From an optimization exercise on the open Yosys and OpenROAD flow, aimed at small area and a short achievable clock period; shortcuts taken in it are not production practice.
Where RTL was checked, it was by simulation tests only, not by an equivalence proof against the original.
Power and IR drop assume default switching activity.

==> exp/willow: inputs <==
Design DCIM, start of the top module:
module DCIM (
    input clk,
    input rst_n,
    input in_valid,
    input [127:0] in_data1,
    input [127:0] in_data2,
    input [127:0] in_data3,
    input [127:0] in_data4,
    output reg out_valid,
    output reg [12:0] O1,
    output reg [12:0] O2,
    output reg [12:0] O3,
    output reg [12:0] O4
);
==> flow/config.mk <==
export PLATFORM = sky130hd
export DESIGN_NAME = DCIM
export DESIGN_NICKNAME = DCIM
export VERILOG_FILES = /design/flow/design.v
export SDC_FILE = /design/flow/constraint.sdc
export NUM_CORES = 4
export LEC_CHECK = 0
export CAP_MARGIN = 20
export CORE_MARGIN = 2
export CORE_UTILIZATION = 40
export SLEW_MARGIN = 20
==> flow/constraint.sdc <==
create_clock -name core_clock -period 2.4 [get_ports {clk}]
set_input_delay 0.4800 -clock core_clock [delete_from_list [all_inputs] [get_ports {clk}]]
set_output_delay 0.4800 -clock core_clock [all_outputs]
set_load 0.01 [all_outputs]
standard.sh (not shown) runs the stock make flow with config.mk's settings and CLKGATE_MAP_FILE= SYNTH_SCRIPT=/design/flow/synth_recipe.tcl, a recipe that flattens the netlist after the stock synthesis.
==> flow/flow/run.sh <==
#!/bin/bash
# Standard ORFS layout with two changes:
#  - SYNTH_ARGS=-noabc: skip the abc -fast inside Yosys's generic synth, so the
#    full adders written in the RTL reach extract_fa in their plain polarity
#    (no inverters around every full adder); the final liberty abc still runs.
#  - port buffers use buf_1.
set -euo pipefail
bash standard.sh SYNTH_ARGS=-noabc "BUFFER_PORTS_ARGS=-buffer_cell sky130_fd_sc_hd__buf_1" finish > flow_make.log 2>&1
==> inputs of exp/raven, as changes to exp/willow <==
CORE_UTILIZATION = 75   (was 40)
SETUP_SLACK_MARGIN = 0.8   (was not set)
==> inputs of exp/umber, as changes to exp/willow <==
SETUP_SLACK_MARGIN = 0.8   (was not set)
==> inputs of exp/pepper, as changes to exp/willow <==
CORE_UTILIZATION = 60   (was 40)
SETUP_SLACK_MARGIN = 0.8   (was not set)
==> comparison <==
- The highest clock-buffer cell count belongs to exp/willow, the lowest to exp/umber.
- Cell area: exp/willow < exp/pepper < exp/umber.
- Wire length: exp/umber > exp/willow > exp/pepper.
- Against exp/umber, the clock power of exp/pepper is smaller by about 8%.
- exp/pepper finished clean. exp/raven ended with an error in 5_1_grt. exp/umber finished clean. exp/willow passed the timing, design-rule and antenna checks.


==> inputs of v10 <==
Another version of the RTL of DCIM (not shown whole).
Settings: LEC_CHECK=0, CAP_MARGIN=20, CORE_MARGIN=2, CORE_UTILIZATION=60, CTS_CLUSTER_DIAMETER=80, CTS_CLUSTER_SIZE=30, GPL_TIMING_DRIVEN=0, SETUP_SLACK_MARGIN=0.8, SLEW_MARGIN=20; clock period 2.4 ns.
Scripts as last shown in full above: flow/flow/run.sh
==> inputs of v35, as changes to v10 <==
--- a/flow/design.v
+++ b/flow/design.v
@@ -268,20 +268,20 @@
 wire c1_c111 = (p1_r1[16] & p1_r1[17]) | (p1_r1[18] & (p1_r1[16] ^ p1_r1[17]));
 wire c1_s112 = p1_r1[19] ^ p1_r1[20] ^ c1_c109;
 wire c1_c112 = (p1_r1[19] & p1_r1[20]) | (c1_c109 & (p1_r1[19] ^ p1_r1[20]));
 wire c1_s113 = p1_r1[21] ^ p1_r1[22] ^ p1_r1[23];
 wire c1_c113 = (p1_r1[21] & p1_r1[22]) | (p1_r1[23] & (p1_r1[21] ^ p1_r1[22]));
-reg [14:0] p1_r2;
-always @(posedge clk) p1_r2 <= {c1_c113, c1_c112, c1_s113, c1_c111, c1_s112, c1_c110, c1_s111, c1_s110, c1_c108, c1_s109, c1_s108, c1_s105, p1_r1[2], p1_r1[1], p1_r1[0]};
-wire c1_s114 = p1_r2[5] ^ p1_r2[6] ^ p1_r2[7];
-wire c1_c114 = (p1_r2[5] & p1_r2[6]) | (p1_r2[7] & (p1_r2[5] ^ p1_r2[6]));
-wire c1_s115 = p1_r2[8] ^ p1_r2[9] ^ p1_r2[10];
-wire c1_c115 = (p1_r2[8] & p1_r2[9]) | (p1_r2[10] & (p1_r2[8] ^ p1_r2[9]));
-wire c1_s116 = p1_r2[11] ^ p1_r2[12] ^ p1_r2[13];
-wire c1_c116 = (p1_r2[11] & p1_r2[12]) | (p1_r2[13] & (p1_r2[11] ^ p1_r2[12]));
+wire c1_s114 = c1_c111 ^ c1_s113 ^ c1_c112;
+wire c1_c114 = (c1_c111 & c1_s113) | (c1_c112 & (c1_c111 ^ c1_s113));
+reg [13:0] p1_r2;
+always @(posedge clk) p1_r2 <= {c1_c114, c1_c113, c1_s114, c1_s112, c1_c110, c1_s111, c1_s110, c1_c108, c1_s109, c1_s108, c1_s105, p1_r1[2], p1_r1[1], p1_r1[0]};
+wire c1_s115 = p1_r2[5] ^ p1_r2[6] ^ p1_r2[7];
+wire c1_c115 = (p1_r2[5] & p1_r2[6]) | (p1_r2[7] & (p1_r2[5] ^ p1_r2[6]));
+wire c1_s116 = p1_r2[8] ^ p1_r2[9] ^ p1_r2[10];
+wire c1_c116 = (p1_r2[8] & p1_r2[9]) | (p1_r2[10] & (p1_r2[8] ^ p1_r2[9]));
 reg [11:0] p1_r3;
-always @(posedge clk) p1_r3 <= {c1_c116, p1_r2[14], c1_s116, c1_c115, c1_s115, c1_c114, c1_s114, p1_r2[4], p1_r2[3], p1_r2[2], p1_r2[1], p1_r2[0]};
+always @(posedge clk) p1_r3 <= {p1_r2[13], p1_r2[12], c1_c116, p1_r2[11], c1_s116, c1_c115, c1_s115, p1_r2[4], p1_r2[3], p1_r2[2], p1_r2[1], p1_r2[0]};
 wire S1_w_g0 = p1_r3[0] & p1_r3[1];
 wire S1_w_p0 = p1_r3[0] ^ p1_r3[1];
 wire S1_w_g5 = p1_r3[6] & p1_r3[7];
 wire S1_w_p5 = p1_r3[6] ^ p1_r3[7];
 wire S1_w_g6 = p1_r3[8] & p1_r3[9];
@@ -719,20 +719,20 @@
 wire c2_c111 = (p2_r1[16] & p2_r1[17]) | (p2_r1[18] & (p2_r1[16] ^ p2_r1[17]));
 wire c2_s112 = p2_r1[19] ^ p2_r1[20] ^ c2_c109;
 wire c2_c112 = (p2_r1[19] & p2_r1[20]) | (c2_c109 & (p2_r1[19] ^ p2_r1[20]));
 wire c2_s113 = p2_r1[21] ^ p2_r1[22] ^ p2_r1[23];
 wire c2_c113 = (p2_r1[21] & p2_r1[22]) | (p2_r1[23] & (p2_r1[21] ^ p2_r1[22]));
-reg [14:0] p2_r2;
-always @(posedge clk) p2_r2 <= {c2_c113, c2_c112, c2_s113, c2_c111, c2_s112, c2_c110, c2_s111, c2_s110, c2_c108, c2_s109, c2_s108, c2_s105, p2_r1[2], p2_r1[1], p2_r1[0]};
-wire c2_s114 = p2_r2[5] ^ p2_r2[6] ^ p2_r2[7];
-wire c2_c114 = (p2_r2[5] & p2_r2[6]) | (p2_r2[7] & (p2_r2[5] ^ p2_r2[6]));
-wire c2_s115 = p2_r2[8] ^ p2_r2[9] ^ p2_r2[10];
-wire c2_c115 = (p2_r2[8] & p2_r2[9]) | (p2_r2[10] & (p2_r2[8] ^ p2_r2[9]));
-wire c2_s116 = p2_r2[11] ^ p2_r2[12] ^ p2_r2[13];
-wire c2_c116 = (p2_r2[11] & p2_r2[12]) | (p2_r2[13] & (p2_r2[11] ^ p2_r2[12]));
+wire c2_s114 = c2_c111 ^ c2_s113 ^ c2_c112;
+wire c2_c114 = (c2_c111 & c2_s113) | (c2_c112 & (c2_c111 ^ c2_s113));
+reg [13:0] p2_r2;
+always @(posedge clk) p2_r2 <= {c2_c114, c2_c113, c2_s114, c2_s112, c2_c110, c2_s111, c2_s110, c2_c108, c2_s109, c2_s108, c2_s105, p2_r1[2], p2_r1[1], p2_r1[0]};
+wire c2_s115 = p2_r2[5] ^ p2_r2[6] ^ p2_r2[7];
+wire c2_c115 = (p2_r2[5] & p2_r2[6]) | (p2_r2[7] & (p2_r2[5] ^ p2_r2[6]));
+wire c2_s116 = p2_r2[8] ^ p2_r2[9] ^ p2_r2[10];
+wire c2_c116 = (p2_r2[8] & p2_r2[9]) | (p2_r2[10] & (p2_r2[8] ^ p2_r2[9]));
 reg [11:0] p2_r3;
-always @(posedge clk) p2_r3 <= {c2_c116, p2_r2[14], c2_s116, c2_c115, c2_s115, c2_c114, c2_s114, p2_r2[4], p2_r2[3], p2_r2[2], p2_r2[1], p2_r2[0]};
+always @(posedge clk) p2_r3 <= {p2_r2[13], p2_r2[12], c2_c116, p2_r2[11], c2_s116, c2_c115, c2_s115, p2_r2[4], p2_r2[3], p2_r2[2], p2_r2[1], p2_r2[0]};
 wire S2_w_g0 = p2_r3[0] & p2_r3[1];
 wire S2_w_p0 = p2_r3[0] ^ p2_r3[1];
 wire S2_w_g5 = p2_r3[6] & p2_r3[7];
 wire S2_w_p5 = p2_r3[6] ^ p2_r3[7];
 wire S2_w_g6 = p2_r3[8] & p2_r3[9];
@@ -1170,20 +1170,20 @@
 wire c3_c111 = (p3_r1[16] & p3_r1[17]) | (p3_r1[18] & (p3_r1[16] ^ p3_r1[17]));
 wire c3_s112 = p3_r1[19] ^ p3_r1[20] ^ c3_c109;
 wire c3_c112 = (p3_r1[19] & p3_r1[20]) | (c3_c109 & (p3_r1[19] ^ p3_r1[20]));
 wire c3_s113 = p3_r1[21] ^ p3_r1[22] ^ p3_r1[23];
 wire c3_c113 = (p3_r1[21] & p3_r1[22]) | (p3_r1[23] & (p3_r1[21] ^ p3_r1[22]));
-reg [14:0] p3_r2;
-always @(posedge clk) p3_r2 <= {c3_c113, c3_c112, c3_s113, c3_c111, c3_s112, c3_c110, c3_s111, c3_s110, c3_c108, c3_s109, c3_s108, c3_s105, p3_r1[2], p3_r1[1], p3_r1[0]};
-wire c3_s114 = p3_r2[5] ^ p3_r2[6] ^ p3_r2[7];
-wire c3_c114 = (p3_r2[5] & p3_r2[6]) | (p3_r2[7] & (p3_r2[5] ^ p3_r2[6]));
-wire c3_s115 = p3_r2[8] ^ p3_r2[9] ^ p3_r2[10];
-wire c3_c115 = (p3_r2[8] & p3_r2[9]) | (p3_r2[10] & (p3_r2[8] ^ p3_r2[9]));
-wire c3_s116 = p3_r2[11] ^ p3_r2[12] ^ p3_r2[13];
-wire c3_c116 = (p3_r2[11] & p3_r2[12]) | (p3_r2[13] & (p3_r2[11] ^ p3_r2[12]));
+wire c3_s114 = c3_c111 ^ c3_s113 ^ c3_c112;
+wire c3_c114 = (c3_c111 & c3_s113) | (c3_c112 & (c3_c111 ^ c3_s113));
+reg [13:0] p3_r2;
+always @(posedge clk) p3_r2 <= {c3_c114, c3_c113, c3_s114, c3_s112, c3_c110, c3_s111, c3_s110, c3_c108, c3_s109, c3_s108, c3_s105, p3_r1[2], p3_r1[1], p3_r1[0]};
+wire c3_s115 = p3_r2[5] ^ p3_r2[6] ^ p3_r2[7];
+wire c3_c115 = (p3_r2[5] & p3_r2[6]) | (p3_r2[7] & (p3_r2[5] ^ p3_r2[6]));
+wire c3_s116 = p3_r2[8] ^ p3_r2[9] ^ p3_r2[10];
+wire c3_c116 = (p3_r2[8] & p3_r2[9]) | (p3_r2[10] & (p3_r2[8] ^ p3_r2[9]));
 reg [11:0] p3_r3;
-always @(posedge clk) p3_r3 <= {c3_c116, p3_r2[14], c3_s116, c3_c115, c3_s115, c3_c114, c3_s114, p3_r2[4], p3_r2[3], p3_r2[2], p3_r2[1], p3_r2[0]};
+always @(posedge clk) p3_r3 <= {p3_r2[13], p3_r2[12], c3_c116, p3_r2[11], c3_s116, c3_c115, c3_s115, p3_r2[4], p3_r2[3], p3_r2[2], p3_r2[1], p3_r2[0]};
 wire S3_w_g0 = p3_r3[0] & p3_r3[1];
 wire S3_w_p0 = p3_r3[0] ^ p3_r3[1];
 wire S3_w_g5 = p3_r3[6] & p3_r3[7];
 wire S3_w_p5 = p3_r3[6] ^ p3_r3[7];
 wire S3_w_g6 = p3_r3[8] & p3_r3[9];
@@ -1621,20 +1621,20 @@
 wire c4_c111 = (p4_r1[16] & p4_r1[17]) | (p4_r1[18] & (p4_r1[16] ^ p4_r1[17]));
 wire c4_s112 = p4_r1[19] ^ p4_r1[20] ^ c4_c109;
 wire c4_c112 = (p4_r1[19] & p4_r1[20]) | (c4_c109 & (p4_r1[19] ^ p4_r1[20]));
 wire c4_s113 = p4_r1[21] ^ p4_r1[22] ^ p4_r1[23];
 wire c4_c113 = (p4_r1[21] & p4_r1[22]) | (p4_r1[23] & (p4_r1[21] ^ p4_r1[22]));
-reg [14:0] p4_r2;
-always @(posedge clk) p4_r2 <= {c4_c113, c4_c112, c4_s113, c4_c111, c4_s112, c4_c110, c4_s111, c4_s110, c4_c108, c4_s109, c4_s108, c4_s105, p4_r1[2], p4_r1[1], p4_r1[0]};
-wire c4_s114 = p4_r2[5] ^ p4_r2[6] ^ p4_r2[7];
-wire c4_c114 = (p4_r2[5] & p4_r2[6]) | (p4_r2[7] & (p4_r2[5] ^ p4_r2[6]));
-wire c4_s115 = p4_r2[8] ^ p4_r2[9] ^ p4_r2[10];
-wire c4_c115 = (p4_r2[8] & p4_r2[9]) | (p4_r2[10] & (p4_r2[8] ^ p4_r2[9]));
-wire c4_s116 = p4_r2[11] ^ p4_r2[12] ^ p4_r2[13];
-wire c4_c116 = (p4_r2[11] & p4_r2[12]) | (p4_r2[13] & (p4_r2[11] ^ p4_r2[12]));
+wire c4_s114 = c4_c111 ^ c4_s113 ^ c4_c112;
+wire c4_c114 = (c4_c111 & c4_s113) | (c4_c112 & (c4_c111 ^ c4_s113));
+reg [13:0] p4_r2;
+always @(posedge clk) p4_r2 <= {c4_c114, c4_c113, c4_s114, c4_s112, c4_c110, c4_s111, c4_s110, c4_c108, c4_s109, c4_s108, c4_s105, p4_r1[2], p4_r1[1], p4_r1[0]};
+wire c4_s115 = p4_r2[5] ^ p4_r2[6] ^ p4_r2[7];
+wire c4_c115 = (p4_r2[5] & p4_r2[6]) | (p4_r2[7] & (p4_r2[5] ^ p4_r2[6]));
+wire c4_s116 = p4_r2[8] ^ p4_r2[9] ^ p4_r2[10];
+wire c4_c116 = (p4_r2[8] & p4_r2[9]) | (p4_r2[10] & (p4_r2[8] ^ p4_r2[9]));
 reg [11:0] p4_r3;
-always @(posedge clk) p4_r3 <= {c4_c116, p4_r2[14], c4_s116, c4_c115, c4_s115, c4_c114, c4_s114, p4_r2[4], p4_r2[3], p4_r2[2], p4_r2[1], p4_r2[0]};
+always @(posedge clk) p4_r3 <= {p4_r2[13], p4_r2[12], c4_c116, p4_r2[11], c4_s116, c4_c115, c4_s115, p4_r2[4], p4_r2[3], p4_r2[2], p4_r2[1], p4_r2[0]};
 wire S4_w_g0 = p4_r3[0] & p4_r3[1];
 wire S4_w_p0 = p4_r3[0] ^ p4_r3[1];
 wire S4_w_g5 = p4_r3[6] & p4_r3[7];
 wire S4_w_p5 = p4_r3[6] ^ p4_r3[7];
 wire S4_w_g6 = p4_r3[8] & p4_r3[9];
==> inputs of v31, as changes to v10 <==
--- a/flow/config.mk
+++ b/flow/config.mk
@@ -6,10 +6,7 @@
 export NUM_CORES = 4
 export LEC_CHECK = 0
 export CAP_MARGIN = 20
 export CORE_MARGIN = 2
 export CORE_UTILIZATION = 60
-export CTS_CLUSTER_DIAMETER = 80
-export CTS_CLUSTER_SIZE = 30
-export GPL_TIMING_DRIVEN = 0
 export SETUP_SLACK_MARGIN = 0.8
 export SLEW_MARGIN = 20
==> comparison <==
Against v31, the sequential power of v35 is smaller by about 3%. In v31 the count of clock-buffer cells in the layout is higher than in v35, by 56. Against v35, the flip-flop and latch count of v31 is higher by 4. Clock power: v35 < v10 < v31. v35 produced a clean layout. v10 went through all stages and came out clean. v31 completed without violations. Against v35, the register-to-register slack of v10 is better by 60 ps. Cell area, highest first: v31, v10, v35.
==> figures <==
item                                                        v10         v35         v31
Syn avg cell area                                      17.2 µm²    17.1 µm²    17.2 µm²
Class of the tightest hold or removal check              in2reg      in2reg    in2async
Status                                 timing/DRC/antenna clean  timing/DRC/antenna clean  timing/DRC/antenna clean
Power share of the sequential group                       49.5%       50.4%       44.9%
Critical path capture point type                     output pin        flop  output pin
Mux share of post-synthesis cell area                    0.728%      0.730%      0.728%
Count of hold-fix buffers inserted at cts                     2           2           1
Effective utilization at floorplan                        60.6%       60.6%       60.6%
Cell with the largest stage delay on the worst path     dfrtp_1        fa_1     dfrtp_1
Worst flop-to-flop path startpoint                       as2[2]   p3_r1[14]      as3[3]
GRT Overall Usage                                         24.8%       20.4%       26.8%
Standard cell area after detailed placement          0.0317 mm²  0.0316 mm²  0.0316 mm²
Met2 Resource Use GR                                      46.4%       36.6%       49.9%
Length of routed met2 wiring                          32,100 µm   26,500 µm   34,900 µm
No functional check of the RTL was part of v35.

## static timing again, ports no longer ideal
Ports are ideal in the flow. The routed layouts listed here were re-timed in OpenROAD. Step 1 (the two cells are an assumption about what drives the block):
set clk [get_ports {clk}]
set_driving_cell -lib_cell sky130_fd_sc_hd__clkbuf_16 $clk
set_driving_cell -lib_cell sky130_fd_sc_hd__buf_2 [delete_from_list [all_inputs] $clk]
Step 2 moves the port delays by t, midway between the first and last clock arrival at a register: inputs arrive t later, outputs are due t later. That takes back most of the time a late clock gives input paths. a / b / c = ideal / step 1 / step 2; a / b = the first two.
run	t, ns	slack for setup (ns)	worst hold slack (ns)
exp/willow	0.647	0.578 / 0.578 / 0.161	0.199 / 0.155 / 0.315
exp/umber	0.641	0.738 / 0.676 / 0.228	0.209 / 0.178 / 0.323
exp/pepper	0.624	0.763 / 0.731 / 0.263	0.228 / 0.207 / 0.318
v10	0.663	0.771 / 0.706 / 0.157	0.191 / 0.173 / 0.328
v35	0.639	0.748 / 0.732 / 0.176	0.220 / 0.190 / 0.329
v31	0.670	0.730 / 0.667 / 0.142	0.021 / -0.015 / 0.326
After both steps every run listed still meets setup and hold. For v10, which loses most, drivers alone change the setup slack by -0.065 ns; drivers and shift together by -0.614 ns.
